This design comes from an exercise in tuning for small area and a short achievable clock period on the open sky130 flow, not from production work. Function was not checked in any run shown here: the RTL went through the layout flow alone. Power is estimated from default activity; no workload was simulated.

==> flow/flow/run.sh <==
#!/bin/bash
# The standard layout, with buf_2 cells as the port buffers.
bash standard.sh "BUFFER_PORTS_ARGS=-buffer_cell sky130_fd_sc_hd__buf_2" finish > standard.log 2>&1
==> flow/constraint.sdc <==
create_clock -name core_clock -period 6.5 [get_ports {clk}]
set_input_delay 1.3000 -clock core_clock [delete_from_list [all_inputs] [get_ports {clk}]]
set_output_delay 1.3000 -clock core_clock [all_outputs]
set_load 0.01 [all_outputs]
==> flow/config.mk <==
export PLATFORM = sky130hd
export DESIGN_NAME = QE_M
export DESIGN_NICKNAME = QE_M
export VERILOG_FILES = /design/flow/design.v
export SDC_FILE = /design/flow/constraint.sdc
export NUM_CORES = 4
export LEC_CHECK = 0
export CAP_MARGIN = 20
export CORE_MARGIN = 2
export CORE_UTILIZATION = 40
export SETUP_SLACK_MARGIN = 4
export SLEW_MARGIN = 20
export SYNTH_HIERARCHICAL = 1
==> flow/standard.sh <==
#!/bin/bash
# synth_recipe.tcl (not shown) runs the flow's synth.tcl, then flattens the netlist and writes it again
# the make line also repeats each setting of config.mk as NAME=value (left out here)
make -C /OpenROAD-flow-scripts/flow DESIGN_CONFIG=/design/flow/config.mk WORK_HOME=/design/flow/orfs CLKGATE_MAP_FILE= SYNTH_SCRIPT=/design/flow/synth_recipe.tcl "${@:-finish}"
==> flow/design.v <==
module QE_M (clk, reset, in_a, in_b, in_c, in_x, mode, valid_in, last_input, valid_out, result);
input wire clk, reset, mode;
input wire [7:0] in_a;
input wire [7:0] in_b;
input wire [7:0] in_c;
input wire [7:0] in_x;
input wire valid_in, last_input;
output reg valid_out;
output wire [15:0] result;
reg T1a14, T1a13, T1b13, T1a12, T1b12, T1c12, T1d12, T1a11, T1b11, T1c11, T1d11, T1a10, T1b10, T1c10, T1d10, T1a9, T1b9, T1c9, T1d9, T1a8, T1b8, T1c8, T1d8, T1a7, T1b7, T1c7, T1d7, T1a6, T1b6, T1c6, T1d6, T1a5, T1b5, T1c5, T1d5, T1a4, T1b4, T1c4, T1d4, T1a3, T1b3, T1c3, T1d3, T1a2, T1b2, T1c2, T1d2, T1a1, T1b1, T1c1, T1a0, T1b0;
reg [7:0]  X1, C1;
reg        m1, f1;
reg [15:0] R;
reg [3:0]  bo, bt, bn;   
reg        x7;
reg [7:0]  C2;
reg        keep2;
reg S3a15, S3b15, S3a14, S3b14, S3a13, S3b13, S3a12, S3b12, S3a11, S3b11, S3a10, S3b10, S3a9, S3b9, S3a8, S3b8, S3a7, S3b7, S3a6, S3b6, S3a5, S3b5, S3a4, S3b4, S3a3, S3b3, S3a2, S3b2, S3a1, S3b1, S3a0, S3b0;
reg [15:0] Y;
reg        q1, q2, q3;   
reg        lastd;        
wire [15:0] S3a = {S3a15, S3a14, S3a13, S3a12, S3a11, S3a10, S3a9, S3a8, S3a7, S3a6, S3a5, S3a4, S3a3, S3a2, S3a1, S3a0};
wire [15:0] S3b = {S3b15, S3b14, S3b13, S3b12, S3b11, S3b10, S3b9, S3b8, S3b7, S3b6, S3b5, S3b4, S3b3, S3b2, S3b1, S3b0};
wire [7:0] bg = in_b & {8{~mode}};
wire pa_0_0, pa_0_1, pa_0_2, pa_0_3, pa_0_4, pa_0_5, pa_0_6, pa_0_7;
wire pa_1_0, pa_1_1, pa_1_2, pa_1_3, pa_1_4, pa_1_5, pa_1_6, pa_1_7;
wire pa_2_0, pa_2_1, pa_2_2, pa_2_3, pa_2_4, pa_2_5, pa_2_6, pa_2_7;
wire pa_3_0, pa_3_1, pa_3_2, pa_3_3, pa_3_4, pa_3_5, pa_3_6, pa_3_7;
wire pa_4_0, pa_4_1, pa_4_2, pa_4_3, pa_4_4, pa_4_5, pa_4_6, pa_4_7;
wire pa_5_0, pa_5_1, pa_5_2, pa_5_3, pa_5_4, pa_5_5, pa_5_6, pa_5_7;
wire pa_6_0, pa_6_1, pa_6_2, pa_6_3, pa_6_4, pa_6_5, pa_6_6, pa_6_7;
wire pa_7_0, pa_7_1, pa_7_2, pa_7_3, pa_7_4, pa_7_5, pa_7_6, pa_7_7;
wire pc_0_0, pc_0_1, pc_0_2, pc_0_3, pc_0_4, pc_0_5, pc_0_6, pc_0_7;
wire pc_0_8, pc_0_9, pc_0_10, pc_0_11, pc_0_12, pc_0_13, pc_0_14, pc_0_15;
wire pc_neg_0, pc_1_2, pc_1_3, pc_1_4, pc_1_5, pc_1_6, pc_1_7, pc_1_8;
wire pc_1_9, pc_1_10, pc_1_11, pc_1_12, pc_1_13, pc_1_14, pc_1_15, pc_neg_1;
wire pc_2_4, pc_2_5, pc_2_6, pc_2_7, pc_2_8, pc_2_9, pc_2_10, pc_2_11;
wire pc_2_12, pc_2_13, pc_2_14, pc_2_15, pc_neg_2, pc_3_6, pc_3_7, pc_3_8;
wire pc_3_9, pc_3_10, pc_3_11, pc_3_12, pc_3_13, pc_3_14, pc_3_15, pc_neg_3;
wire pc_4_8, pc_4_9, pc_4_10, pc_4_11, pc_4_12, pc_4_13, pc_4_14, pc_4_15;
wire pc_acc_1_0, pc_acc_1_1, pc_acc_2_0, pc_acc_2_1, pc_acc_2_2, pc_acc_2_3;
assign pa_0_0 = in_a[0] & in_x[0];
assign pa_0_1 = in_a[0] & in_x[1];
assign pa_0_2 = in_a[0] & in_x[2];
assign pa_0_3 = in_a[0] & in_x[3];
assign pa_0_4 = in_a[0] & in_x[4];
assign pa_0_5 = in_a[0] & in_x[5];
assign pa_0_6 = in_a[0] & in_x[6];
assign pa_0_7 = in_a[0] & in_x[7];
assign pa_1_0 = in_a[1] & in_x[0];
assign pa_1_1 = in_a[1] & in_x[1];
assign pa_1_2 = in_a[1] & in_x[2];
assign pa_1_3 = in_a[1] & in_x[3];
assign pa_1_4 = in_a[1] & in_x[4];
assign pa_1_5 = in_a[1] & in_x[5];
assign pa_1_6 = in_a[1] & in_x[6];
assign pa_1_7 = in_a[1] & in_x[7];
assign pa_2_0 = in_a[2] & in_x[0];
assign pa_2_1 = in_a[2] & in_x[1];
assign pa_2_2 = in_a[2] & in_x[2];
assign pa_2_3 = in_a[2] & in_x[3];
assign pa_2_4 = in_a[2] & in_x[4];
assign pa_2_5 = in_a[2] & in_x[5];
assign pa_2_6 = in_a[2] & in_x[6];
assign pa_2_7 = in_a[2] & in_x[7];
assign pa_3_0 = in_a[3] & in_x[0];
assign pa_3_1 = in_a[3] & in_x[1];
assign pa_3_2 = in_a[3] & in_x[2];
assign pa_3_3 = in_a[3] & in_x[3];
assign pa_3_4 = in_a[3] & in_x[4];
assign pa_3_5 = in_a[3] & in_x[5];
assign pa_3_6 = in_a[3] & in_x[6];
assign pa_3_7 = in_a[3] & in_x[7];
assign pa_4_0 = in_a[4] & in_x[0];
assign pa_4_1 = in_a[4] & in_x[1];
assign pa_4_2 = in_a[4] & in_x[2];
assign pa_4_3 = in_a[4] & in_x[3];
assign pa_4_4 = in_a[4] & in_x[4];
assign pa_4_5 = in_a[4] & in_x[5];
assign pa_4_6 = in_a[4] & in_x[6];
assign pa_4_7 = in_a[4] & in_x[7];
assign pa_5_0 = in_a[5] & in_x[0];
assign pa_5_1 = in_a[5] & in_x[1];
assign pa_5_2 = in_a[5] & in_x[2];
assign pa_5_3 = in_a[5] & in_x[3];
assign pa_5_4 = in_a[5] & in_x[4];
assign pa_5_5 = in_a[5] & in_x[5];
assign pa_5_6 = in_a[5] & in_x[6];
assign pa_5_7 = in_a[5] & in_x[7];
assign pa_6_0 = in_a[6] & in_x[0];
assign pa_6_1 = in_a[6] & in_x[1];
assign pa_6_2 = in_a[6] & in_x[2];
assign pa_6_3 = in_a[6] & in_x[3];
assign pa_6_4 = in_a[6] & in_x[4];
assign pa_6_5 = in_a[6] & in_x[5];
assign pa_6_6 = in_a[6] & in_x[6];
assign pa_6_7 = in_a[6] & in_x[7];
assign pa_7_0 = in_a[7] & in_x[0];
assign pa_7_1 = in_a[7] & in_x[1];
assign pa_7_2 = in_a[7] & in_x[2];
assign pa_7_3 = in_a[7] & in_x[3];
assign pa_7_4 = in_a[7] & in_x[4];
assign pa_7_5 = in_a[7] & in_x[5];
assign pa_7_6 = in_a[7] & in_x[6];
assign pa_7_7 = in_a[7] & in_x[7];
wire ta_1, ta_2, ta_3, ta_4, ta_5, ta_6, ta_7, ta_8;
wire ta_9, ta_10, ta_11, ta_12, ta_13, ta_14, ta_15, ta_16;
wire ta_17, ta_18, ta_19, ta_20, ta_21, ta_22, ta_23, ta_24;
wire ta_25, ta_26, ta_27, ta_28, ta_29, ta_30, ta_31, ta_32;
wire ta_33, ta_34, ta_35, ta_36, ta_37, ta_38, ta_39, ta_40;
wire ta_41, ta_42, ta_43, ta_44, ta_45, ta_46, ta_47, ta_48;
wire ta_49, ta_50;
qe_ha ta_ha0 (.a(pa_0_5), .b(pa_1_4), .s(ta_1), .co(ta_2));
qe_fa ta_fa0 (.a(pa_0_6), .b(pa_1_5), .c(pa_2_4), .s(ta_3), .co(ta_4));
qe_ha ta_ha1 (.a(pa_3_3), .b(pa_4_2), .s(ta_5), .co(ta_6));
qe_fa ta_fa1 (.a(pa_0_7), .b(pa_1_6), .c(pa_2_5), .s(ta_7), .co(ta_8));
qe_fa ta_fa2 (.a(pa_3_4), .b(pa_4_3), .c(pa_5_2), .s(ta_9), .co(ta_10));
qe_ha ta_ha2 (.a(pa_6_1), .b(pa_7_0), .s(ta_11), .co(ta_12));
qe_fa ta_fa3 (.a(pa_1_7), .b(pa_2_6), .c(pa_3_5), .s(ta_13), .co(ta_14));
qe_fa ta_fa4 (.a(pa_4_4), .b(pa_5_3), .c(pa_6_2), .s(ta_15), .co(ta_16));
qe_fa ta_fa5 (.a(pa_2_7), .b(pa_3_6), .c(pa_4_5), .s(ta_17), .co(ta_18));
qe_ha ta_ha3 (.a(pa_0_3), .b(pa_1_2), .s(ta_19), .co(ta_20));
qe_fa ta_fa6 (.a(pa_0_4), .b(pa_1_3), .c(pa_2_2), .s(ta_21), .co(ta_22));
qe_ha ta_ha4 (.a(pa_3_1), .b(pa_4_0), .s(ta_23), .co(ta_24));
qe_fa ta_fa7 (.a(pa_2_3), .b(pa_3_2), .c(pa_4_1), .s(ta_25), .co(ta_26));
qe_fa ta_fa8 (.a(pa_5_0), .b(bg[5]), .c(ta_1), .s(ta_27), .co(ta_28));
qe_fa ta_fa9 (.a(pa_5_1), .b(pa_6_0), .c(bg[6]), .s(ta_29), .co(ta_30));
qe_fa ta_fa10 (.a(ta_2), .b(ta_5), .c(ta_3), .s(ta_31), .co(ta_32));
qe_fa ta_fa11 (.a(bg[7]), .b(ta_6), .c(ta_11), .s(ta_33), .co(ta_34));
qe_fa ta_fa12 (.a(ta_4), .b(ta_7), .c(ta_9), .s(ta_35), .co(ta_36));
qe_fa ta_fa13 (.a(pa_7_1), .b(ta_12), .c(ta_8), .s(ta_37), .co(ta_38));
qe_fa ta_fa14 (.a(ta_10), .b(ta_13), .c(ta_15), .s(ta_39), .co(ta_40));
qe_fa ta_fa15 (.a(pa_5_4), .b(pa_6_3), .c(pa_7_2), .s(ta_41), .co(ta_42));
qe_fa ta_fa16 (.a(ta_14), .b(ta_16), .c(ta_17), .s(ta_43), .co(ta_44));
qe_fa ta_fa17 (.a(pa_3_7), .b(pa_4_6), .c(pa_5_5), .s(ta_45), .co(ta_46));
qe_fa ta_fa18 (.a(pa_6_4), .b(pa_7_3), .c(ta_18), .s(ta_47), .co(ta_48));
qe_fa ta_fa19 (.a(pa_4_7), .b(pa_5_6), .c(pa_6_5), .s(ta_49), .co(ta_50));
wire [7:0] xm = {X1[6:0], 1'b0};   
integer i;
wire tb_1, tb_2, tb_3, tb_4, tb_5, tb_6, tb_7, tb_8;
wire tb_9, tb_10, tb_11, tb_12, tb_13, tb_14, tb_15, tb_16;
wire tb_17, tb_18, tb_19, tb_20, tb_21, tb_22, tb_23, tb_24;
wire tb_25, tb_26, tb_27, tb_28, tb_29, tb_30, tb_31, tb_32;
wire tb_33, tb_34, tb_35, tb_36, tb_37, tb_38, tb_39, tb_40;
wire tb_41, tb_42, tb_43, tb_44, tb_45, tb_46, tb_47, tb_48;
wire tb_49, tb_50, tb_51, tb_52, tb_53, tb_54, tb_55, tb_56;
wire tb_57, tb_58, tb_59, tb_60, tb_61, tb_62, tb_63, tb_64;
wire tb_65, tb_66, tb_67, tb_68, tb_69, tb_70;
assign tb_1 = T1a2 ^ T1b2;
assign tb_2 = T1a2 & T1b2;
qe_x2 tb_xp0 (.a(T1a3), .b(T1b3), .y(tb_5));
qe_x2 tb_xs0 (.a(tb_5), .b(T1c3), .y(tb_3));
qe_cy tb_cy0 (.a(T1a3), .b(T1b3), .c(T1c3), .p(tb_5), .co(tb_4));
qe_x2 tb_xp1 (.a(T1a4), .b(T1b4), .y(tb_8));
qe_x2 tb_xs1 (.a(tb_8), .b(T1c4), .y(tb_6));
qe_cy tb_cy1 (.a(T1a4), .b(T1b4), .c(T1c4), .p(tb_8), .co(tb_7));
qe_x2 tb_xp2 (.a(T1a5), .b(T1b5), .y(tb_11));
qe_x2 tb_xs2 (.a(tb_11), .b(T1c5), .y(tb_9));
qe_cy tb_cy2 (.a(T1a5), .b(T1b5), .c(T1c5), .p(tb_11), .co(tb_10));
qe_x2 tb_xp3 (.a(T1a6), .b(T1b6), .y(tb_14));
qe_x2 tb_xs3 (.a(tb_14), .b(T1c6), .y(tb_12));
qe_cy tb_cy3 (.a(T1a6), .b(T1b6), .c(T1c6), .p(tb_14), .co(tb_13));
qe_x2 tb_xp4 (.a(T1a7), .b(T1b7), .y(tb_17));
qe_x2 tb_xs4 (.a(tb_17), .b(T1c7), .y(tb_15));
qe_cy tb_cy4 (.a(T1a7), .b(T1b7), .c(T1c7), .p(tb_17), .co(tb_16));
qe_x2 tb_xp5 (.a(T1a8), .b(T1b8), .y(tb_20));
qe_x2 tb_xs5 (.a(tb_20), .b(T1c8), .y(tb_18));
qe_cy tb_cy5 (.a(T1a8), .b(T1b8), .c(T1c8), .p(tb_20), .co(tb_19));
qe_x2 tb_xp6 (.a(T1a9), .b(T1b9), .y(tb_23));
qe_x2 tb_xs6 (.a(tb_23), .b(T1c9), .y(tb_21));
qe_cy tb_cy6 (.a(T1a9), .b(T1b9), .c(T1c9), .p(tb_23), .co(tb_22));
qe_x2 tb_xp7 (.a(T1a10), .b(T1b10), .y(tb_26));
qe_x2 tb_xs7 (.a(tb_26), .b(T1c10), .y(tb_24));
qe_cy tb_cy7 (.a(T1a10), .b(T1b10), .c(T1c10), .p(tb_26), .co(tb_25));
qe_x2 tb_xp8 (.a(T1a11), .b(T1b11), .y(tb_29));
qe_x2 tb_xs8 (.a(tb_29), .b(T1c11), .y(tb_27));
qe_cy tb_cy8 (.a(T1a11), .b(T1b11), .c(T1c11), .p(tb_29), .co(tb_28));
qe_x2 tb_xp9 (.a(T1a12), .b(T1b12), .y(tb_32));
qe_x2 tb_xs9 (.a(tb_32), .b(T1c12), .y(tb_30));
qe_cy tb_cy9 (.a(T1a12), .b(T1b12), .c(T1c12), .p(tb_32), .co(tb_31));
assign tb_33 = T1a1 ^ T1b1;
assign tb_34 = T1a1 & T1b1;
qe_x2 tb_xp10 (.a(T1c2), .b(T1d2), .y(tb_37));
qe_x2 tb_xs10 (.a(tb_37), .b(tb_1), .y(tb_35));
qe_cy tb_cy10 (.a(T1c2), .b(T1d2), .c(tb_1), .p(tb_37), .co(tb_36));
qe_x2 tb_xp11 (.a(T1d3), .b(tb_2), .y(tb_40));
qe_x2 tb_xs11 (.a(tb_40), .b(tb_3), .y(tb_38));
qe_cy tb_cy11 (.a(T1d3), .b(tb_2), .c(tb_3), .p(tb_40), .co(tb_39));
qe_x2 tb_xp12 (.a(T1d4), .b(tb_4), .y(tb_43));
qe_x2 tb_xs12 (.a(tb_43), .b(tb_6), .y(tb_41));
qe_cy tb_cy12 (.a(T1d4), .b(tb_4), .c(tb_6), .p(tb_43), .co(tb_42));
qe_x2 tb_xp13 (.a(T1d5), .b(tb_7), .y(tb_46));
qe_x2 tb_xs13 (.a(tb_46), .b(tb_9), .y(tb_44));
qe_cy tb_cy13 (.a(T1d5), .b(tb_7), .c(tb_9), .p(tb_46), .co(tb_45));
qe_x2 tb_xp14 (.a(T1d6), .b(tb_10), .y(tb_49));
qe_x2 tb_xs14 (.a(tb_49), .b(tb_12), .y(tb_47));
qe_cy tb_cy14 (.a(T1d6), .b(tb_10), .c(tb_12), .p(tb_49), .co(tb_48));
qe_x2 tb_xp15 (.a(T1d7), .b(tb_13), .y(tb_52));
qe_x2 tb_xs15 (.a(tb_52), .b(tb_15), .y(tb_50));
qe_cy tb_cy15 (.a(T1d7), .b(tb_13), .c(tb_15), .p(tb_52), .co(tb_51));
qe_x2 tb_xp16 (.a(T1d8), .b(tb_16), .y(tb_55));
qe_x2 tb_xs16 (.a(tb_55), .b(tb_18), .y(tb_53));
qe_cy tb_cy16 (.a(T1d8), .b(tb_16), .c(tb_18), .p(tb_55), .co(tb_54));
qe_x2 tb_xp17 (.a(T1d9), .b(tb_19), .y(tb_58));
qe_x2 tb_xs17 (.a(tb_58), .b(tb_21), .y(tb_56));
qe_cy tb_cy17 (.a(T1d9), .b(tb_19), .c(tb_21), .p(tb_58), .co(tb_57));
qe_x2 tb_xp18 (.a(T1d10), .b(tb_22), .y(tb_61));
qe_x2 tb_xs18 (.a(tb_61), .b(tb_24), .y(tb_59));
qe_cy tb_cy18 (.a(T1d10), .b(tb_22), .c(tb_24), .p(tb_61), .co(tb_60));
qe_x2 tb_xp19 (.a(T1d11), .b(tb_25), .y(tb_64));
qe_x2 tb_xs19 (.a(tb_64), .b(tb_27), .y(tb_62));
qe_cy tb_cy19 (.a(T1d11), .b(tb_25), .c(tb_27), .p(tb_64), .co(tb_63));
qe_x2 tb_xp20 (.a(T1d12), .b(tb_28), .y(tb_67));
qe_x2 tb_xs20 (.a(tb_67), .b(tb_30), .y(tb_65));
qe_cy tb_cy20 (.a(T1d12), .b(tb_28), .c(tb_30), .p(tb_67), .co(tb_66));
qe_x2 tb_xp21 (.a(T1a13), .b(T1b13), .y(tb_70));
qe_x2 tb_xs21 (.a(tb_70), .b(tb_31), .y(tb_68));
qe_cy tb_cy21 (.a(T1a13), .b(T1b13), .c(tb_31), .p(tb_70), .co(tb_69));
wire [15:0] SBa = {1'b0, T1a14, tb_66, tb_63, tb_60, tb_57, tb_54, tb_51, tb_48, tb_45, tb_42, tb_39, tb_36, tb_34, T1c1, T1a0};
wire [15:0] SBb = {1'b0, tb_69, tb_68, tb_65, tb_62, tb_59, tb_56, tb_53, tb_50, tb_47, tb_44, tb_41, tb_38, tb_35, tb_33, T1b0};
assign pc_0_0 = ((bo[0] & R[0])) ^ bn[0];
assign pc_0_1 = ((bo[0] & R[1]) | (bt[0] & R[0])) ^ bn[0];
assign pc_0_2 = ((bo[0] & R[2]) | (bt[0] & R[1])) ^ bn[0];
assign pc_0_3 = ((bo[0] & R[3]) | (bt[0] & R[2])) ^ bn[0];
assign pc_0_4 = ((bo[0] & R[4]) | (bt[0] & R[3])) ^ bn[0];
assign pc_0_5 = ((bo[0] & R[5]) | (bt[0] & R[4])) ^ bn[0];
assign pc_0_6 = ((bo[0] & R[6]) | (bt[0] & R[5])) ^ bn[0];
assign pc_0_7 = ((bo[0] & R[7]) | (bt[0] & R[6])) ^ bn[0];
assign pc_0_8 = ((bo[0] & R[8]) | (bt[0] & R[7])) ^ bn[0];
assign pc_0_9 = ((bo[0] & R[9]) | (bt[0] & R[8])) ^ bn[0];
assign pc_0_10 = ((bo[0] & R[10]) | (bt[0] & R[9])) ^ bn[0];
assign pc_0_11 = ((bo[0] & R[11]) | (bt[0] & R[10])) ^ bn[0];
assign pc_0_12 = ((bo[0] & R[12]) | (bt[0] & R[11])) ^ bn[0];
assign pc_0_13 = ((bo[0] & R[13]) | (bt[0] & R[12])) ^ bn[0];
assign pc_0_14 = ((bo[0] & R[14]) | (bt[0] & R[13])) ^ bn[0];
assign pc_0_15 = ((bo[0] & R[15]) | (bt[0] & R[14])) ^ bn[0];
assign pc_neg_0 = bn[0];
assign pc_1_2 = ((bo[1] & R[0]) | (keep2 & S3a[2])) ^ bn[1];
assign pc_1_3 = ((bo[1] & R[1]) | (bt[1] & R[0]) | (keep2 & S3a[3])) ^ bn[1];
assign pc_1_4 = ((bo[1] & R[2]) | (bt[1] & R[1]) | (keep2 & S3a[4])) ^ bn[1];
assign pc_1_5 = ((bo[1] & R[3]) | (bt[1] & R[2]) | (keep2 & S3a[5])) ^ bn[1];
assign pc_1_6 = ((bo[1] & R[4]) | (bt[1] & R[3]) | (keep2 & S3a[6])) ^ bn[1];
assign pc_1_7 = ((bo[1] & R[5]) | (bt[1] & R[4]) | (keep2 & S3a[7])) ^ bn[1];
assign pc_1_8 = ((bo[1] & R[6]) | (bt[1] & R[5]) | (keep2 & S3a[8])) ^ bn[1];
assign pc_1_9 = ((bo[1] & R[7]) | (bt[1] & R[6]) | (keep2 & S3a[9])) ^ bn[1];
assign pc_1_10 = ((bo[1] & R[8]) | (bt[1] & R[7]) | (keep2 & S3a[10])) ^ bn[1];
assign pc_1_11 = ((bo[1] & R[9]) | (bt[1] & R[8]) | (keep2 & S3a[11])) ^ bn[1];
assign pc_1_12 = ((bo[1] & R[10]) | (bt[1] & R[9]) | (keep2 & S3a[12])) ^ bn[1];
assign pc_1_13 = ((bo[1] & R[11]) | (bt[1] & R[10]) | (keep2 & S3a[13])) ^ bn[1];
assign pc_1_14 = ((bo[1] & R[12]) | (bt[1] & R[11]) | (keep2 & S3a[14])) ^ bn[1];
assign pc_1_15 = ((bo[1] & R[13]) | (bt[1] & R[12]) | (keep2 & S3a[15])) ^ bn[1];
assign pc_neg_1 = bn[1];
assign pc_2_4 = ((bo[2] & R[0]) | (keep2 & S3b[4])) ^ bn[2];
assign pc_2_5 = ((bo[2] & R[1]) | (bt[2] & R[0]) | (keep2 & S3b[5])) ^ bn[2];
assign pc_2_6 = ((bo[2] & R[2]) | (bt[2] & R[1]) | (keep2 & S3b[6])) ^ bn[2];
assign pc_2_7 = ((bo[2] & R[3]) | (bt[2] & R[2]) | (keep2 & S3b[7])) ^ bn[2];
assign pc_2_8 = ((bo[2] & R[4]) | (bt[2] & R[3]) | (keep2 & S3b[8])) ^ bn[2];
assign pc_2_9 = ((bo[2] & R[5]) | (bt[2] & R[4]) | (keep2 & S3b[9])) ^ bn[2];
assign pc_2_10 = ((bo[2] & R[6]) | (bt[2] & R[5]) | (keep2 & S3b[10])) ^ bn[2];
assign pc_2_11 = ((bo[2] & R[7]) | (bt[2] & R[6]) | (keep2 & S3b[11])) ^ bn[2];
assign pc_2_12 = ((bo[2] & R[8]) | (bt[2] & R[7]) | (keep2 & S3b[12])) ^ bn[2];
assign pc_2_13 = ((bo[2] & R[9]) | (bt[2] & R[8]) | (keep2 & S3b[13])) ^ bn[2];
assign pc_2_14 = ((bo[2] & R[10]) | (bt[2] & R[9]) | (keep2 & S3b[14])) ^ bn[2];
assign pc_2_15 = ((bo[2] & R[11]) | (bt[2] & R[10]) | (keep2 & S3b[15])) ^ bn[2];
assign pc_neg_2 = bn[2];
assign pc_3_6 = ((bo[3] & R[0])) ^ bn[3];
assign pc_3_7 = ((bo[3] & R[1]) | (bt[3] & R[0])) ^ bn[3];
assign pc_3_8 = ((bo[3] & R[2]) | (bt[3] & R[1])) ^ bn[3];
assign pc_3_9 = ((bo[3] & R[3]) | (bt[3] & R[2])) ^ bn[3];
assign pc_3_10 = ((bo[3] & R[4]) | (bt[3] & R[3])) ^ bn[3];
assign pc_3_11 = ((bo[3] & R[5]) | (bt[3] & R[4])) ^ bn[3];
assign pc_3_12 = ((bo[3] & R[6]) | (bt[3] & R[5])) ^ bn[3];
assign pc_3_13 = ((bo[3] & R[7]) | (bt[3] & R[6])) ^ bn[3];
assign pc_3_14 = ((bo[3] & R[8]) | (bt[3] & R[7])) ^ bn[3];
assign pc_3_15 = ((bo[3] & R[9]) | (bt[3] & R[8])) ^ bn[3];
assign pc_neg_3 = bn[3];
assign pc_4_8 = x7 & R[0];
assign pc_4_9 = x7 & R[1];
assign pc_4_10 = x7 & R[2];
assign pc_4_11 = x7 & R[3];
assign pc_4_12 = x7 & R[4];
assign pc_4_13 = x7 & R[5];
assign pc_4_14 = x7 & R[6];
assign pc_4_15 = x7 & R[7];
assign pc_acc_1_0 = keep2 & S3a[0];
assign pc_acc_1_1 = keep2 & S3a[1];
assign pc_acc_2_0 = keep2 & S3b[0];
assign pc_acc_2_1 = keep2 & S3b[1];
assign pc_acc_2_2 = keep2 & S3b[2];
assign pc_acc_2_3 = keep2 & S3b[3];
wire tc_1, tc_2, tc_3, tc_4, tc_5, tc_6, tc_7, tc_8;
wire tc_9, tc_10, tc_11, tc_12, tc_13, tc_14, tc_15, tc_16;
wire tc_17, tc_18, tc_19, tc_20, tc_21, tc_22, tc_23, tc_24;
wire tc_25, tc_26, tc_27, tc_28, tc_29, tc_30, tc_31, tc_32;
wire tc_33, tc_34, tc_35, tc_36, tc_37, tc_38, tc_39, tc_40;
wire tc_41, tc_42, tc_43, tc_44, tc_45, tc_46, tc_47, tc_48;
wire tc_49, tc_50, tc_51, tc_52, tc_53, tc_54, tc_55, tc_56;
wire tc_57, tc_58, tc_59, tc_60, tc_61, tc_62, tc_63, tc_64;
wire tc_65, tc_66, tc_67, tc_68, tc_69, tc_70, tc_71, tc_72;
wire tc_73, tc_74, tc_75, tc_76, tc_77, tc_78, tc_79, tc_80;
wire tc_81, tc_82, tc_83, tc_84, tc_85, tc_86, tc_87, tc_88;
wire tc_89, tc_90, tc_91, tc_92, tc_93, tc_94, tc_95, tc_96;
wire tc_97, tc_98, tc_99, tc_100, tc_101, tc_102, tc_103, tc_104;
wire tc_105, tc_106, tc_107, tc_108, tc_109, tc_110, tc_111, tc_112;
wire tc_113, tc_114, tc_115, tc_116, tc_117, tc_118, tc_119, tc_120;
wire tc_121, tc_122, tc_123, tc_124, tc_125, tc_126, tc_127, tc_128;
wire tc_129, tc_130, tc_131, tc_132, tc_133, tc_134, tc_135, tc_136;
wire tc_137, tc_138, tc_139, tc_140, tc_141, tc_142, tc_143, tc_144;
wire tc_145, tc_146, tc_147, tc_148, tc_149, tc_150, tc_151, tc_152;
wire tc_153, tc_154, tc_155, tc_156, tc_157, tc_158;
assign tc_1 = pc_neg_0 ^ C2[0];
assign tc_2 = pc_neg_0 & C2[0];
assign tc_3 = C2[1] ^ pc_acc_1_1;
assign tc_4 = C2[1] & pc_acc_1_1;
qe_x2 tc_xp0 (.a(pc_neg_1), .b(C2[2]), .y(tc_7));
qe_x2 tc_xs0 (.a(tc_7), .b(pc_acc_2_2), .y(tc_5));
qe_cy tc_cy0 (.a(pc_neg_1), .b(C2[2]), .c(pc_acc_2_2), .p(tc_7), .co(tc_6));
assign tc_8 = C2[3] ^ pc_acc_2_3;
assign tc_9 = C2[3] & pc_acc_2_3;
qe_x2 tc_xp1 (.a(pc_neg_2), .b(C2[4]), .y(tc_12));
qe_x2 tc_xs1 (.a(tc_12), .b(pc_0_4), .y(tc_10));
qe_cy tc_cy1 (.a(pc_neg_2), .b(C2[4]), .c(pc_0_4), .p(tc_12), .co(tc_11));
assign tc_13 = C2[5] ^ pc_0_5;
assign tc_14 = C2[5] & pc_0_5;
qe_x2 tc_xp2 (.a(pc_neg_3), .b(C2[6]), .y(tc_17));
qe_x2 tc_xs2 (.a(tc_17), .b(pc_0_6), .y(tc_15));
qe_cy tc_cy2 (.a(pc_neg_3), .b(C2[6]), .c(pc_0_6), .p(tc_17), .co(tc_16));
assign tc_18 = pc_1_6 ^ pc_2_6;
assign tc_19 = pc_1_6 & pc_2_6;
qe_x2 tc_xp3 (.a(C2[7]), .b(pc_0_7), .y(tc_22));
qe_x2 tc_xs3 (.a(tc_22), .b(pc_1_7), .y(tc_20));
qe_cy tc_cy3 (.a(C2[7]), .b(pc_0_7), .c(pc_1_7), .p(tc_22), .co(tc_21));
assign tc_23 = pc_2_7 ^ pc_3_7;
assign tc_24 = pc_2_7 & pc_3_7;
qe_x2 tc_xp4 (.a(pc_4_8), .b(pc_0_8), .y(tc_27));
qe_x2 tc_xs4 (.a(tc_27), .b(pc_1_8), .y(tc_25));
qe_cy tc_cy4 (.a(pc_4_8), .b(pc_0_8), .c(pc_1_8), .p(tc_27), .co(tc_26));
assign tc_28 = pc_2_8 ^ pc_3_8;
assign tc_29 = pc_2_8 & pc_3_8;
qe_x2 tc_xp5 (.a(pc_4_9), .b(pc_0_9), .y(tc_32));
qe_x2 tc_xs5 (.a(tc_32), .b(pc_1_9), .y(tc_30));
qe_cy tc_cy5 (.a(pc_4_9), .b(pc_0_9), .c(pc_1_9), .p(tc_32), .co(tc_31));
assign tc_33 = pc_2_9 ^ pc_3_9;
assign tc_34 = pc_2_9 & pc_3_9;
qe_x2 tc_xp6 (.a(pc_4_10), .b(pc_0_10), .y(tc_37));
qe_x2 tc_xs6 (.a(tc_37), .b(pc_1_10), .y(tc_35));
qe_cy tc_cy6 (.a(pc_4_10), .b(pc_0_10), .c(pc_1_10), .p(tc_37), .co(tc_36));
assign tc_38 = pc_2_10 ^ pc_3_10;
assign tc_39 = pc_2_10 & pc_3_10;
qe_x2 tc_xp7 (.a(pc_4_11), .b(pc_0_11), .y(tc_42));
qe_x2 tc_xs7 (.a(tc_42), .b(pc_1_11), .y(tc_40));
qe_cy tc_cy7 (.a(pc_4_11), .b(pc_0_11), .c(pc_1_11), .p(tc_42), .co(tc_41));
assign tc_43 = pc_2_11 ^ pc_3_11;
assign tc_44 = pc_2_11 & pc_3_11;
qe_x2 tc_xp8 (.a(pc_4_12), .b(pc_0_12), .y(tc_47));
qe_x2 tc_xs8 (.a(tc_47), .b(pc_1_12), .y(tc_45));
qe_cy tc_cy8 (.a(pc_4_12), .b(pc_0_12), .c(pc_1_12), .p(tc_47), .co(tc_46));
assign tc_48 = pc_2_12 ^ pc_3_12;
assign tc_49 = pc_2_12 & pc_3_12;
qe_x2 tc_xp9 (.a(pc_4_13), .b(pc_0_13), .y(tc_52));
qe_x2 tc_xs9 (.a(tc_52), .b(pc_1_13), .y(tc_50));
qe_cy tc_cy9 (.a(pc_4_13), .b(pc_0_13), .c(pc_1_13), .p(tc_52), .co(tc_51));
assign tc_53 = pc_2_13 ^ pc_3_13;
assign tc_54 = pc_2_13 & pc_3_13;
qe_x2 tc_xp10 (.a(pc_4_14), .b(pc_0_14), .y(tc_57));
qe_x2 tc_xs10 (.a(tc_57), .b(pc_1_14), .y(tc_55));
qe_cy tc_cy10 (.a(pc_4_14), .b(pc_0_14), .c(pc_1_14), .p(tc_57), .co(tc_56));
assign tc_58 = pc_2_14 ^ pc_3_14;
assign tc_59 = pc_2_14 & pc_3_14;
qe_x2 tc_xp11 (.a(pc_4_15), .b(pc_0_15), .y(tc_62));
qe_x2 tc_xs11 (.a(tc_62), .b(pc_1_15), .y(tc_60));
qe_cy tc_cy11 (.a(pc_4_15), .b(pc_0_15), .c(pc_1_15), .p(tc_62), .co(tc_61));
assign tc_63 = pc_2_15 ^ pc_3_15;
assign tc_64 = pc_2_15 & pc_3_15;
assign tc_65 = pc_acc_1_0 ^ pc_acc_2_0;
assign tc_66 = pc_acc_1_0 & pc_acc_2_0;
qe_x2 tc_xp12 (.a(pc_acc_2_1), .b(tc_2), .y(tc_69));
qe_x2 tc_xs12 (.a(tc_69), .b(pc_0_1), .y(tc_67));
qe_cy tc_cy12 (.a(pc_acc_2_1), .b(tc_2), .c(pc_0_1), .p(tc_69), .co(tc_68));
qe_x2 tc_xp13 (.a(pc_0_2), .b(pc_1_2), .y(tc_72));
qe_x2 tc_xs13 (.a(tc_72), .b(tc_4), .y(tc_70));
qe_cy tc_cy13 (.a(pc_0_2), .b(pc_1_2), .c(tc_4), .p(tc_72), .co(tc_71));
qe_x2 tc_xp14 (.a(pc_0_3), .b(pc_1_3), .y(tc_75));
qe_x2 tc_xs14 (.a(tc_75), .b(tc_8), .y(tc_73));
qe_cy tc_cy14 (.a(pc_0_3), .b(pc_1_3), .c(tc_8), .p(tc_75), .co(tc_74));
qe_x2 tc_xp15 (.a(pc_1_4), .b(pc_2_4), .y(tc_78));
qe_x2 tc_xs15 (.a(tc_78), .b(tc_9), .y(tc_76));
qe_cy tc_cy15 (.a(pc_1_4), .b(pc_2_4), .c(tc_9), .p(tc_78), .co(tc_77));
qe_x2 tc_xp16 (.a(pc_1_5), .b(pc_2_5), .y(tc_81));
qe_x2 tc_xs16 (.a(tc_81), .b(tc_13), .y(tc_79));
qe_cy tc_cy16 (.a(pc_1_5), .b(pc_2_5), .c(tc_13), .p(tc_81), .co(tc_80));
qe_x2 tc_xp17 (.a(pc_3_6), .b(tc_14), .y(tc_84));
qe_x2 tc_xs17 (.a(tc_84), .b(tc_18), .y(tc_82));
qe_cy tc_cy17 (.a(pc_3_6), .b(tc_14), .c(tc_18), .p(tc_84), .co(tc_83));
qe_x2 tc_xp18 (.a(tc_19), .b(tc_23), .y(tc_87));
qe_x2 tc_xs18 (.a(tc_87), .b(tc_16), .y(tc_85));
qe_cy tc_cy18 (.a(tc_19), .b(tc_23), .c(tc_16), .p(tc_87), .co(tc_86));
qe_x2 tc_xp19 (.a(tc_24), .b(tc_28), .y(tc_90));
qe_x2 tc_xs19 (.a(tc_90), .b(tc_21), .y(tc_88));
qe_cy tc_cy19 (.a(tc_24), .b(tc_28), .c(tc_21), .p(tc_90), .co(tc_89));
qe_x2 tc_xp20 (.a(tc_29), .b(tc_33), .y(tc_93));
qe_x2 tc_xs20 (.a(tc_93), .b(tc_26), .y(tc_91));
qe_cy tc_cy20 (.a(tc_29), .b(tc_33), .c(tc_26), .p(tc_93), .co(tc_92));
qe_x2 tc_xp21 (.a(tc_34), .b(tc_38), .y(tc_96));
qe_x2 tc_xs21 (.a(tc_96), .b(tc_31), .y(tc_94));
qe_cy tc_cy21 (.a(tc_34), .b(tc_38), .c(tc_31), .p(tc_96), .co(tc_95));
qe_x2 tc_xp22 (.a(tc_39), .b(tc_43), .y(tc_99));
qe_x2 tc_xs22 (.a(tc_99), .b(tc_36), .y(tc_97));
qe_cy tc_cy22 (.a(tc_39), .b(tc_43), .c(tc_36), .p(tc_99), .co(tc_98));
qe_x2 tc_xp23 (.a(tc_44), .b(tc_48), .y(tc_102));
qe_x2 tc_xs23 (.a(tc_102), .b(tc_41), .y(tc_100));
qe_cy tc_cy23 (.a(tc_44), .b(tc_48), .c(tc_41), .p(tc_102), .co(tc_101));
qe_x2 tc_xp24 (.a(tc_49), .b(tc_53), .y(tc_105));
qe_x2 tc_xs24 (.a(tc_105), .b(tc_46), .y(tc_103));
qe_cy tc_cy24 (.a(tc_49), .b(tc_53), .c(tc_46), .p(tc_105), .co(tc_104));
qe_x2 tc_xp25 (.a(tc_54), .b(tc_58), .y(tc_108));
qe_x2 tc_xs25 (.a(tc_108), .b(tc_51), .y(tc_106));
qe_cy tc_cy25 (.a(tc_54), .b(tc_58), .c(tc_51), .p(tc_108), .co(tc_107));
qe_x2 tc_xp26 (.a(tc_59), .b(tc_63), .y(tc_111));
qe_x2 tc_xs26 (.a(tc_111), .b(tc_56), .y(tc_109));
qe_cy tc_cy26 (.a(tc_59), .b(tc_63), .c(tc_56), .p(tc_111), .co(tc_110));
assign tc_112 = pc_0_0 ^ tc_1;
assign tc_113 = pc_0_0 & tc_1;
qe_x2 tc_xp27 (.a(tc_66), .b(tc_3), .y(tc_116));
qe_x2 tc_xs27 (.a(tc_116), .b(tc_67), .y(tc_114));
qe_cy tc_cy27 (.a(tc_66), .b(tc_3), .c(tc_67), .p(tc_116), .co(tc_115));
qe_x2 tc_xp28 (.a(tc_5), .b(tc_68), .y(tc_119));
qe_x2 tc_xs28 (.a(tc_119), .b(tc_70), .y(tc_117));
qe_cy tc_cy28 (.a(tc_5), .b(tc_68), .c(tc_70), .p(tc_119), .co(tc_118));
qe_x2 tc_xp29 (.a(tc_6), .b(tc_71), .y(tc_122));
qe_x2 tc_xs29 (.a(tc_122), .b(tc_73), .y(tc_120));
qe_cy tc_cy29 (.a(tc_6), .b(tc_71), .c(tc_73), .p(tc_122), .co(tc_121));
qe_x2 tc_xp30 (.a(tc_10), .b(tc_76), .y(tc_125));
qe_x2 tc_xs30 (.a(tc_125), .b(tc_74), .y(tc_123));
qe_cy tc_cy30 (.a(tc_10), .b(tc_76), .c(tc_74), .p(tc_125), .co(tc_124));
qe_x2 tc_xp31 (.a(tc_11), .b(tc_77), .y(tc_128));
qe_x2 tc_xs31 (.a(tc_128), .b(tc_79), .y(tc_126));
qe_cy tc_cy31 (.a(tc_11), .b(tc_77), .c(tc_79), .p(tc_128), .co(tc_127));
qe_x2 tc_xp32 (.a(tc_15), .b(tc_80), .y(tc_131));
qe_x2 tc_xs32 (.a(tc_131), .b(tc_82), .y(tc_129));
qe_cy tc_cy32 (.a(tc_15), .b(tc_80), .c(tc_82), .p(tc_131), .co(tc_130));
qe_x2 tc_xp33 (.a(tc_20), .b(tc_83), .y(tc_134));
qe_x2 tc_xs33 (.a(tc_134), .b(tc_85), .y(tc_132));
qe_cy tc_cy33 (.a(tc_20), .b(tc_83), .c(tc_85), .p(tc_134), .co(tc_133));
qe_x2 tc_xp34 (.a(tc_25), .b(tc_86), .y(tc_137));
qe_x2 tc_xs34 (.a(tc_137), .b(tc_88), .y(tc_135));
qe_cy tc_cy34 (.a(tc_25), .b(tc_86), .c(tc_88), .p(tc_137), .co(tc_136));
qe_x2 tc_xp35 (.a(tc_30), .b(tc_89), .y(tc_140));
qe_x2 tc_xs35 (.a(tc_140), .b(tc_91), .y(tc_138));
qe_cy tc_cy35 (.a(tc_30), .b(tc_89), .c(tc_91), .p(tc_140), .co(tc_139));
qe_x2 tc_xp36 (.a(tc_35), .b(tc_92), .y(tc_143));
qe_x2 tc_xs36 (.a(tc_143), .b(tc_94), .y(tc_141));
qe_cy tc_cy36 (.a(tc_35), .b(tc_92), .c(tc_94), .p(tc_143), .co(tc_142));
qe_x2 tc_xp37 (.a(tc_40), .b(tc_95), .y(tc_146));
qe_x2 tc_xs37 (.a(tc_146), .b(tc_97), .y(tc_144));
qe_cy tc_cy37 (.a(tc_40), .b(tc_95), .c(tc_97), .p(tc_146), .co(tc_145));
qe_x2 tc_xp38 (.a(tc_45), .b(tc_98), .y(tc_149));
qe_x2 tc_xs38 (.a(tc_149), .b(tc_100), .y(tc_147));
qe_cy tc_cy38 (.a(tc_45), .b(tc_98), .c(tc_100), .p(tc_149), .co(tc_148));
qe_x2 tc_xp39 (.a(tc_50), .b(tc_101), .y(tc_152));
qe_x2 tc_xs39 (.a(tc_152), .b(tc_103), .y(tc_150));
qe_cy tc_cy39 (.a(tc_50), .b(tc_101), .c(tc_103), .p(tc_152), .co(tc_151));
qe_x2 tc_xp40 (.a(tc_55), .b(tc_104), .y(tc_155));
qe_x2 tc_xs40 (.a(tc_155), .b(tc_106), .y(tc_153));
qe_cy tc_cy40 (.a(tc_55), .b(tc_104), .c(tc_106), .p(tc_155), .co(tc_154));
qe_x2 tc_xp41 (.a(tc_60), .b(tc_107), .y(tc_158));
qe_x2 tc_xs41 (.a(tc_158), .b(tc_109), .y(tc_156));
qe_cy tc_cy41 (.a(tc_60), .b(tc_107), .c(tc_109), .p(tc_158), .co(tc_157));
always @(posedge clk) begin
	T1a14 <= pa_7_7;
	T1a13 <= pa_6_7;
	T1b13 <= pa_7_6;
	T1a12 <= pa_5_7;
	T1b12 <= pa_6_6;
	T1c12 <= pa_7_5;
	T1d12 <= ta_50;
	T1a11 <= pa_7_4;
	T1b11 <= ta_46;
	T1c11 <= ta_49;
	T1d11 <= ta_48;
	T1a10 <= ta_42;
	T1b10 <= ta_45;
	T1c10 <= ta_44;
	T1d10 <= ta_47;
	T1a9 <= ta_41;
	T1b9 <= ta_38;
	T1c9 <= ta_40;
	T1d9 <= ta_43;
	T1a8 <= ta_34;
	T1b8 <= ta_36;
	T1c8 <= ta_37;
	T1d8 <= ta_39;
	T1a7 <= ta_30;
	T1b7 <= ta_33;
	T1c7 <= ta_32;
	T1d7 <= ta_35;
	T1a6 <= ta_26;
	T1b6 <= ta_29;
	T1c6 <= ta_28;
	T1d6 <= ta_31;
	T1a5 <= ta_24;
	T1b5 <= ta_22;
	T1c5 <= ta_25;
	T1d5 <= ta_27;
	T1a4 <= bg[4];
	T1b4 <= ta_20;
	T1c4 <= ta_23;
	T1d4 <= ta_21;
	T1a3 <= pa_2_1;
	T1b3 <= pa_3_0;
	T1c3 <= bg[3];
	T1d3 <= ta_19;
	T1a2 <= pa_0_2;
	T1b2 <= pa_1_1;
	T1c2 <= pa_2_0;
	T1d2 <= bg[2];
	T1a1 <= pa_0_1;
	T1b1 <= pa_1_0;
	T1c1 <= bg[1];
	T1a0 <= pa_0_0;
	T1b0 <= bg[0];
	X1 <= mode ? {7'd0, valid_in} : in_x;
	C1 <= in_c & {8{~mode}};
	m1 <= mode;
	f1 <= lastd;
	R  <= SBa + SBb;
	for (i = 0; i < 4; i = i + 1) begin
		bo[i] <= X1[2*i] ^ xm[2*i];
		bt[i] <= (X1[2*i+1] & ~X1[2*i] & ~xm[2*i]) | (~X1[2*i+1] & X1[2*i] & xm[2*i]);
		bn[i] <= X1[2*i+1];
	end
	x7 <= X1[7];
	C2 <= C1;
	keep2 <= m1 & ~f1;
	S3a15 <= tc_154;
	S3b15 <= tc_156;
	S3a14 <= tc_151;
	S3b14 <= tc_153;
	S3a13 <= tc_148;
	S3b13 <= tc_150;
	S3a12 <= tc_145;
	S3b12 <= tc_147;
	S3a11 <= tc_142;
	S3b11 <= tc_144;
	S3a10 <= tc_139;
	S3b10 <= tc_141;
	S3a9 <= tc_136;
	S3b9 <= tc_138;
	S3a8 <= tc_133;
	S3b8 <= tc_135;
	S3a7 <= tc_130;
	S3b7 <= tc_132;
	S3a6 <= tc_127;
	S3b6 <= tc_129;
	S3a5 <= tc_124;
	S3b5 <= tc_126;
	S3a4 <= tc_121;
	S3b4 <= tc_123;
	S3a3 <= tc_118;
	S3b3 <= tc_120;
	S3a2 <= tc_115;
	S3b2 <= tc_117;
	S3a1 <= tc_113;
	S3b1 <= tc_114;
	S3a0 <= tc_65;
	S3b0 <= tc_112;
	Y  <= S3a + S3b;
end
always @(posedge clk or posedge reset) begin
	if (reset) begin
		q1 <= 1'b0;
		q2 <= 1'b0;
		q3 <= 1'b0;
		valid_out <= 1'b0;
		lastd <= 1'b1;
	end else begin
		q1 <= mode ? last_input : valid_in;
		q2 <= q1;
		q3 <= q2;
		valid_out <= q3;
		lastd <= last_input;
	end
end
assign result = Y;
endmodule
module qe_fa (a, b, c, s, co);
input wire a, b, c;
output wire s, co;
assign {co, s} = a + b + c;
endmodule
module qe_fs (a, b, c, s);
input wire a, b, c;
output wire s;
assign s = a ^ b ^ c;
endmodule
module qe_fc (a, b, c, co);
input wire a, b, c;
output wire co;
assign co = (a & b) | (c & (a | b));
endmodule
module qe_x2 (a, b, y);
input wire a, b;
output wire y;
assign y = a ^ b;
endmodule
module qe_cy (a, b, c, p, co);
input wire a, b, c, p;
output wire co;
assign co = (a & b) | (c & p);
endmodule
module qe_ha (a, b, s, co);
input wire a, b;
output wire s, co;
assign {co, s} = a + b;
endmodule
==> flow_summary.yaml, run 1 <==
run_status:
  status: "finished clean"
yosys:
  synthArstFlopShare_pct: 3.13
  avgSynthCellArea_um2: 10.5
  synth_area_um2: 8740
  syn_inst: 831
  yosysWarnings: 7
  syn-num-nets: 942
  ys_seq_area_share_pct: 36.9
  ys_ff_latch: 160
  synth-edff-count: 0
  synth_ff_type: "dfxtp_1"
  yosysUniqueCellTypes: 50
sta:
  slew_headroom_pct: 34.4
  slew_violations: 0
  final.setup.tns_ns: 0
  period_share_pct: 39.3
  setup_viol_count_final: 0
  max_freq_mhz: 391
  fin_skew_ns: 0.0116
  hold_viol_final: 0
  fin_crit_ns: 2.55
  rsz0062_at_grt: "yes"
  max_slew.worst_pin.slew_ns: 0.983
cells_and_area:
  fin_nets: 991
  final_common_cell: "dfxtp_1"
  syn_to_final_growth_pct: 15.8
  antenna_cells: 0
  final_cell_mix: "dfxtp_1 (146), xor2_1 (128), and2_1 (76)"
  drive_gt1_share_pct: 16.0
  fin_area_um2: 10100
  num-fill-cells: 2041
clock_tree:
  cts_root_buf: "clkbuf_16"
  cts_tree: "done"
  cts_buffers: 17
  cts_max_level: 4
  postCtsHoldBufs: 0
  clockBufferDepth: 2
  cts.sinks: 160
  insertion_delay_ns: 0.42
  clkTransAtPathRegs_ns: 0.07
min_path:
  hold_path_class: "register to register"
placed_design:
  post_dp_cell_area_um2: 9250
  dp.final_hpwl_um: 13700
  numPortBuffers: 53
  gp_congestion: 0.798
floorplan:
  die_h_um: 152
  rows: 54
  dieArea_um2: 23100
  start_util_pct: 40.4
  die_w_um: 152
  coreArea_um2: 21600
  pin_count: 54
global_routing:
  grt_pass1_vias: 5922
  grt_usage_pct: 16.0
  overflow: 0
  antenna_found_initial: 0
  grt_max_degree: 33
  grt_pass1_wl_um: 30000
pwr:
  ir_drop_mv: 0.205
  p_clk_share_pct: 20.3
  p_switching_w: 0.00192
  powerDensity_nw_per_um2: 487
  pwr-share-comb_pct: 49.1
  p_int_w: 0.00301
  power.leakage_nw: 4.45
  power.share.sequential_pct: 30.7
  switching_share_pct: 38.9
setup_path:
  cp_max_fo: 6
  cp_data_arrival_time_ns: 2.86
  critPathLaunchType: "register"
  critPathKind: "register to register"
  worstSetupEndpointType: "register"
  required_ns: 6.81
detailed_routing:
  drc_errors: 0
  vias: 6145
  antenna_left: 0
  drt_iter0_drc: 453
  wire_per_inst_um: 15.7
  firstDrtPassIters: 7
  wl_um: 18400
  viasPerCell: 5.24
run:
  max-cap-violations: 0
-- Yosys cell counts, types with 2 or more instances --
library cell  instances  area (um^2)
a211oi_1              2         15.0
dfrtp_1               4          100
nor2b_1              26          163
nor4_1                2         12.5
a22oi_1              26          195
o21ai_0              13         65.1
a21o_1                6         45.0
and2_1               78          488
nor3_1                2         10.0
nand2_1              16         60.1
clkbuf_1             27          101
o21ai_1               2         10.0
a221oi_2              2         30.0
o21a_1                4         30.0
ha_1                 52          651
a21oi_1              23          115
a31oi_1               2         12.5
and3_1                2         12.5
nand3_1              10         50.1
mux2_2                3         33.8
a22o_1               61          534
mux2i_1               2         20.0
xor2_1              142         1240
nand2b_1              4         25.0
a222oi_1             24          240
a211oi_2              2         25.0
fa_1                 22          440
xnor2_1              67          587
or3_1                 3         18.8
nor2_1               18         67.6
nand3b_1              4         30.0
o21bai_1              4         30.0
buf_2                 3         15.0
inv_1                 3         11.3
dfxtp_1             155         3100
-- power by group through the flow --
stage | Sequential [W] | Clock (W) | Combinational (W)
2_1_floorplan | 0.00141 | 0 | 0.00191
3_3_place_gp | 0.00153 | 0 | 0.00224
3_5_place_dp | 0.00152 | 0 | 0.00227
4_1_cts | 0.00150 | 0.00103 | 0.00229
5_1_grt | 0.00154 | 0.00108 | 0.00269
6_report | 0.00151 | 0.000999 | 0.00242
-- repair_timing --
action,CTS,global route
pin swaps,3,17
resized for setup,3,44
setup buffers,2,5
setup endpoints to repair,5,21
-- final timing paths --
check                       from   endpoint  slack, ns  cells past startpoint
max                         T1b5      R[12]       3.95                     10
min reg2reg                C1[0]      C2[0]       0.33                      0
max reg2reg                 T1b5      R[12]       3.95                     10
min in group asynchronous  reset  valid_out       0.77                      2
min                        C1[0]      C2[0]       0.33                      0
max in group asynchronous  reset      lastd       5.48                      2
-- area by class of cell --
| cell class | instances | area, um^2 | area share (%) |
|---|---|---|---|
| clock inverter | 12 | 150 | 1.48 |
| clock buffer | 19 | 443 | 4.38 |
| tap | 280 | 350 | 3.46 |
| inverter | 3 | 11.3 | 0.111 |
| timing repair buffer | 61 | 329 | 3.25 |
| sequential | 160 | 3240 | 32.0 |
| multi-input combinational | 637 | 5600 | 55.3 |
-- worst max-delay path, stage by stage (launching register included) --
cell and delay, ns:
dfxtp_1 0.33, xor2_2 0.18, a22o_1 0.25, xor2_2 0.20, a22o_1 0.21, ha_2 0.39, a21oi_1 0.11, o21ai_2 0.21
a2111oi_0 0.09, or3_1 0.34, xnor2_1 0.13
-- state kept, by name, indices dropped and copies added (netlist names), 4 cells and up --
| name | flops |
|---|---|
| R | 16 |
| Y | 16 |
| C1 | 8 |
| C2 | 8 |
| X1 | 8 |
| bn | 4 |
| bo | 4 |
| bt | 4 |
-- modules after synthesis, one instance, submodules excluded --
module / flops+latches / cells inside
qe_ha: 0 / 1
qe_x2: 0 / 1
qe_fa: 0 / 1
QE_M: 160 / 617
qe_cy: 0 / 1
-- layer usage --
metal	routed length [um]	GRT usage, %
met5	0	0
met4	188	4.49
met3	865	3.51
met2	8890	26.5
met1	8500	21.3
-- cell families (layout without fill, tap and decap cells) --
| logic type | after synthesis | count (layout) | share of synthesized area [%] |
|---|---|---|---|
| adder cells (fa/ha/maj) | 74 | 74 | 12.5 |
| flip-flops | 160 | 160 | 36.9 |
| AND/OR/NAND/NOR | 168 | 168 | 11.0 |
| buffers and inverters | 34 | 95 | 1.50 |
| AO/OA/AOI/OAI | 181 | 181 | 16.5 |
| multiplexers | 5 | 5 | 0.615 |
| XOR/XNOR | 209 | 209 | 20.9 |
-- through the flow --
| stage | utilization, % | total power [W] | hold WS, ns | worst slack, ns | cells |
|---|---|---|---|---|---|
| 2_1_floorplan | - | 0.00332 | 0.310 | 3.98 | 831 |
| 3_3_place_gp | 42.8 | 0.00376 | 0.312 | 3.80 | 1134 |
| 3_5_place_dp | 42.8 | 0.00379 | 0.312 | 3.77 | 1134 |
| 4_1_cts | 45.6 | 0.00482 | 0.327 | 3.94 | 1167 |
| 5_1_grt | 46.8 | 0.00531 | 0.340 | 3.86 | 1172 |
| 6_report | 46.8 | 0.00493 | 0.327 | 3.95 | 1172 |
==> run 2, diff against run 1 <==
--- a/flow/config.mk
+++ b/flow/config.mk
@@ -9,4 +9,5 @@
 export CORE_MARGIN = 2
 export CORE_UTILIZATION = 40
+export CTS_BUF_LIST = sky130_fd_sc_hd__clkbuf_8
 export SETUP_SLACK_MARGIN = 4
 export SLEW_MARGIN = 20
==> run 2 against run 1 <==
Effect of this change: still clean; non-clock buffer count unchanged; register-to-register slack better by 0.04 ns; setup slack better by 0.038 ns; synthesized area unchanged; hold slack better by 0.0043 ns; first-iteration DRC count up 8.2%; routed wire length down 0.76%; sequential share of layout area up 0.85 points; critical path depth unchanged; global-route usage about the same; die area unchanged; via count down 0.41%; critical path type unchanged; largest cell class unchanged; largest power group unchanged.
==> flow_summary.yaml, run 2 <==
sta:
  fin_skew_ns: 0.0165
  fin_crit_ns: 2.52
  slew_headroom_pct: 34.5
  max_slew.worst_pin.slew_ns: 0.982
  hold_viol_final: 0
  max_freq_mhz: 397
  rsz0062_at_grt: "yes"
  setup_viol_count_final: 0
  final.setup.tns_ns: 0
  setup_ws_ns: 3.98
  period_share_pct: 38.7
  slew_violations: 0
cells_and_area:
  fin_util_pct: 45.6
  final_cell_mix: "dfxtp_1 (148), xor2_1 (133), and2_1 (76)"
  syn_to_final_growth_pct: 12.7
  num-fill-cells: 2075
  seq_area_um2: 3240
  final_common_cell: "dfxtp_1"
  fin_nets: 991
  fin_area_um2: 9850
  largest_registers: "R x16, Y x16"
  antenna_cells: 0
  drive_gt1_share_pct: 15.0
  multi_input_area_um2: 5520
pwr:
  switching_share_pct: 40.4
  pwr-share-comb_pct: 51.2
  p_switching_w: 0.00187
  powerDensity_nw_per_um2: 469
  p_clk_share_pct: 16.1
  p_int_w: 0.00275
  power.share.sequential_pct: 32.7
  power.leakage_nw: 4.35
  ir_drop_mv: 0.158
yosys:
  synth_ff_type: "dfxtp_1"
  avgSynthCellArea_um2: 10.5
  ys_seq_area_share_pct: 36.9
  ys_top_cells_by_count: "dfxtp_1 (155), xor2_1 (142), and2_1 (78), xnor2_1 (67), a22o_1 (61)"
  synth-edff-count: 0
  syn-num-nets: 942
  yosysMostFrequentCell: "dfxtp_1"
  synthArstFlopShare_pct: 3.13
  syn_inst: 831
  ys_top_cells_by_area: "dfxtp_1 (35%), xor2_1 (14%), ha_1 (7.4%)"
  synth_top_area_share_pct: 35.5
  ys_ff_latch: 160
  yosysUniqueCellTypes: 50
  synth_area_um2: 8740
  yosysWarnings: 7
  synth_top_cell_by_area: "dfxtp_1"
min_path:
  hold_depth: 0
  min_delay_worst_endpoint: "C2[0]"
  worstHoldStart: "C1[0]"
  hold_path_class: "register to register"
setup_path:
  required_ns: 6.84
  cp_data_arrival_time_ns: 2.86
  r2r_slack_ns: 3.98
  cp.buffers_inverters: 0
  critPathLaunchType: "register"
  crit_path_frequent_cell: "a22o_1"
  crit_family: "simple AND/OR/NAND/NOR gates"
  reg2regPathDepth: 10
  worstSetupEndpointType: "register"
  slowest_stage: "ha_2"
  critPathKind: "register to register"
  cpPeakStageDelay_ns: 0.40
  cp_max_fo: 6
  r2r_start: "T1b7"
  crit_start: "T1b7"
  rr_endpoint: "R[12]"
  path_cells: "xor2_2 > a22o_1 > xor2_1 > a22o_1 > ha_2 > nand2_1 > nor3_2 > a2111oi_0 > or3_1 > xnor2_1"
placed_design:
  dp.final_hpwl_um: 13700
  numPortBuffers: 53
  place_ws_ns: 3.77
  gp_congestion: 0.798
  post_dp_cell_area_um2: 9250
clock_tree:
  cts_tree: "done"
  postCtsHoldBufs: 0
  clockBufferDepth: 2
  cts_max_level: 4
  clkTransAtPathRegs_ns: 0.08
  insertion_delay_ns: 0.46
  cts_root_buf: "clkbuf_8"
  cts_buffers: 17
  cts.sinks: 160
global_routing:
  antenna_found_initial: 0
  overflow: 0
  grt_pass1_wl_um: 30000
  top_usage_layer: "met2"
  use_met2_pct: 26.5
  grt_pass1_vias: 5912
  grt_max_degree: 33
  grt_usage_pct: 16.1
  use_met1_pct: 21.3
  use_met3_pct: 3.17
floorplan:
  die_w_um: 152
  dieArea_um2: 23100
  coreArea_um2: 21600
  start_util_pct: 40.4
  pin_count: 54
  rows: 54
  die_h_um: 152
run_status:
  status: "finished clean"
detailed_routing:
  vias: 6120
  firstDrtPassIters: 7
  viasPerCell: 5.22
  drc_errors: 0
  wire_per_inst_um: 15.6
  drt_iter0_drc: 490
  antenna_left: 0
  wl_um: 18300
run:
  max-cap-violations: 0
-- run 2: cell types whose count changed in the layout (fill, tap and decap cells not counted), sizes merged --
cell	before	now
inv	8	9
clkbuf	19	18
-- run 2: through the flow --
step                std cells  total power (W)  hold slack [ns]
finish                   1172          0.00462            0.331
detailed placement       1134          0.00379            0.312
global placement         1134          0.00376            0.312
global route             1172          0.00499            0.337
CTS                      1167          0.00456            0.332
floorplan                 831          0.00332            0.310
-- run 2: area by class of cell --
class,count,area share (%)
Sequential cell,160,32.9
Timing Repair Buffer,61,3.34
Clock inverter,13,1.56
Tap cell,280,3.56
Multi-Input combinational cell,637,56.0
Clock buffer,18,2.51
Inverter,3,0.114
-- run 2: metal layers --
layer	vias to the layer above	share of wire [%]
met2	157	48
met3	17	4.7
met1	2912	46
li1	3034	-
met5	-	0
met4	0	1.4
-- run 2: logic make-up after synthesis --
family	count (synthesis)	synth area share, %
AOI/OAI and AO/OA	181	16.5
xor gates and xnor gates	209	20.9
adders and majority gates	74	12.5
buffers and inverters	34	1.50
DFF	160	36.9
muxes	5	0.615
and+or+nand+nor	168	11.0
-- run 2: timing repair --
item | 4_1_cts | 5_1_grt
setup endpoints to repair | 5 | 22
setup buffers | 2 | 5
pin swaps | 3 | 11
gates resized for setup | 3 | 32
-- run 2: how the worst max path moves through the flow --
stage | end | slack [ns] | depth (start not counted)
6_report | R[12] | 3.98 | 10
4_1_cts | R[14] | 3.93 | 10
5_1_grt | R[12] | 3.87 | 10
2_1_floorplan | T1d7 | 3.98 | 3
3_5_place_dp | T1d6 | 3.77 | 4
3_3_place_gp | T1d7 | 3.80 | 4
-- run 2: power by group through the flow --
stage / Combinational (W) / Clock [W] / Sequential, W
2_1_floorplan: 0.00191 / 0 / 0.00141
4_1_cts: 0.00229 / 0.000771 / 0.00150
5_1_grt: 0.00263 / 0.000820 / 0.00154
3_3_place_gp: 0.00224 / 0 / 0.00153
3_5_place_dp: 0.00227 / 0 / 0.00152
6_report: 0.00237 / 0.000745 / 0.00151
-- run 2: modules after synthesis (local to each module, per instance) --
| module | flip-flops and latches | cells inside | times used | cell area (um^2) |
|---|---|---|---|---|
| QE_M | 160 | 617 | 1 | 6620 |
| qe_x2 | 0 | 1 | 128 | 8.76 |
| qe_cy | 0 | 1 | 61 | 8.76 |
| qe_ha | 0 | 1 | 5 | 12.5 |
| qe_fa | 0 | 1 | 20 | 20.0 |

-- afterwards: timing with drivers on the ports --
The results above use ideal ports. As a check the final layouts listed here were re-extracted and re-timed, cells and wires unchanged.
Step 1 sets driving cells, clkbuf_16 on the clock port and buf_2 on the other inputs (assumed; they add their load-dependent delay and slew).
Step 2, shift: input delay + t, output delay - t, t = (earliest + latest rising clock arrival at the registers) / 2. This alone moves slack from input paths to output paths.
a / b / c = no drivers / after step 1 / after step 2; a / b = the first two.
run | t (ns) | setup slack, ns | worst setup path after step 2 | clock arrival spread, ns | worst data-port slew with drivers (ns)
run 1 | 0.461 | 3.945 / 3.945 / 3.770 | input to register | 0.014 / 0.014 | 0.03
run 2 | 0.490 | 3.984 / 3.984 / 3.776 | input to register | 0.017 / 0.018 | 0.04
After both steps setup and hold are still met in every run listed. The setup slack of run 2, which loses most, moves by 0.000 ns with the drivers and by -0.208 ns with both steps.
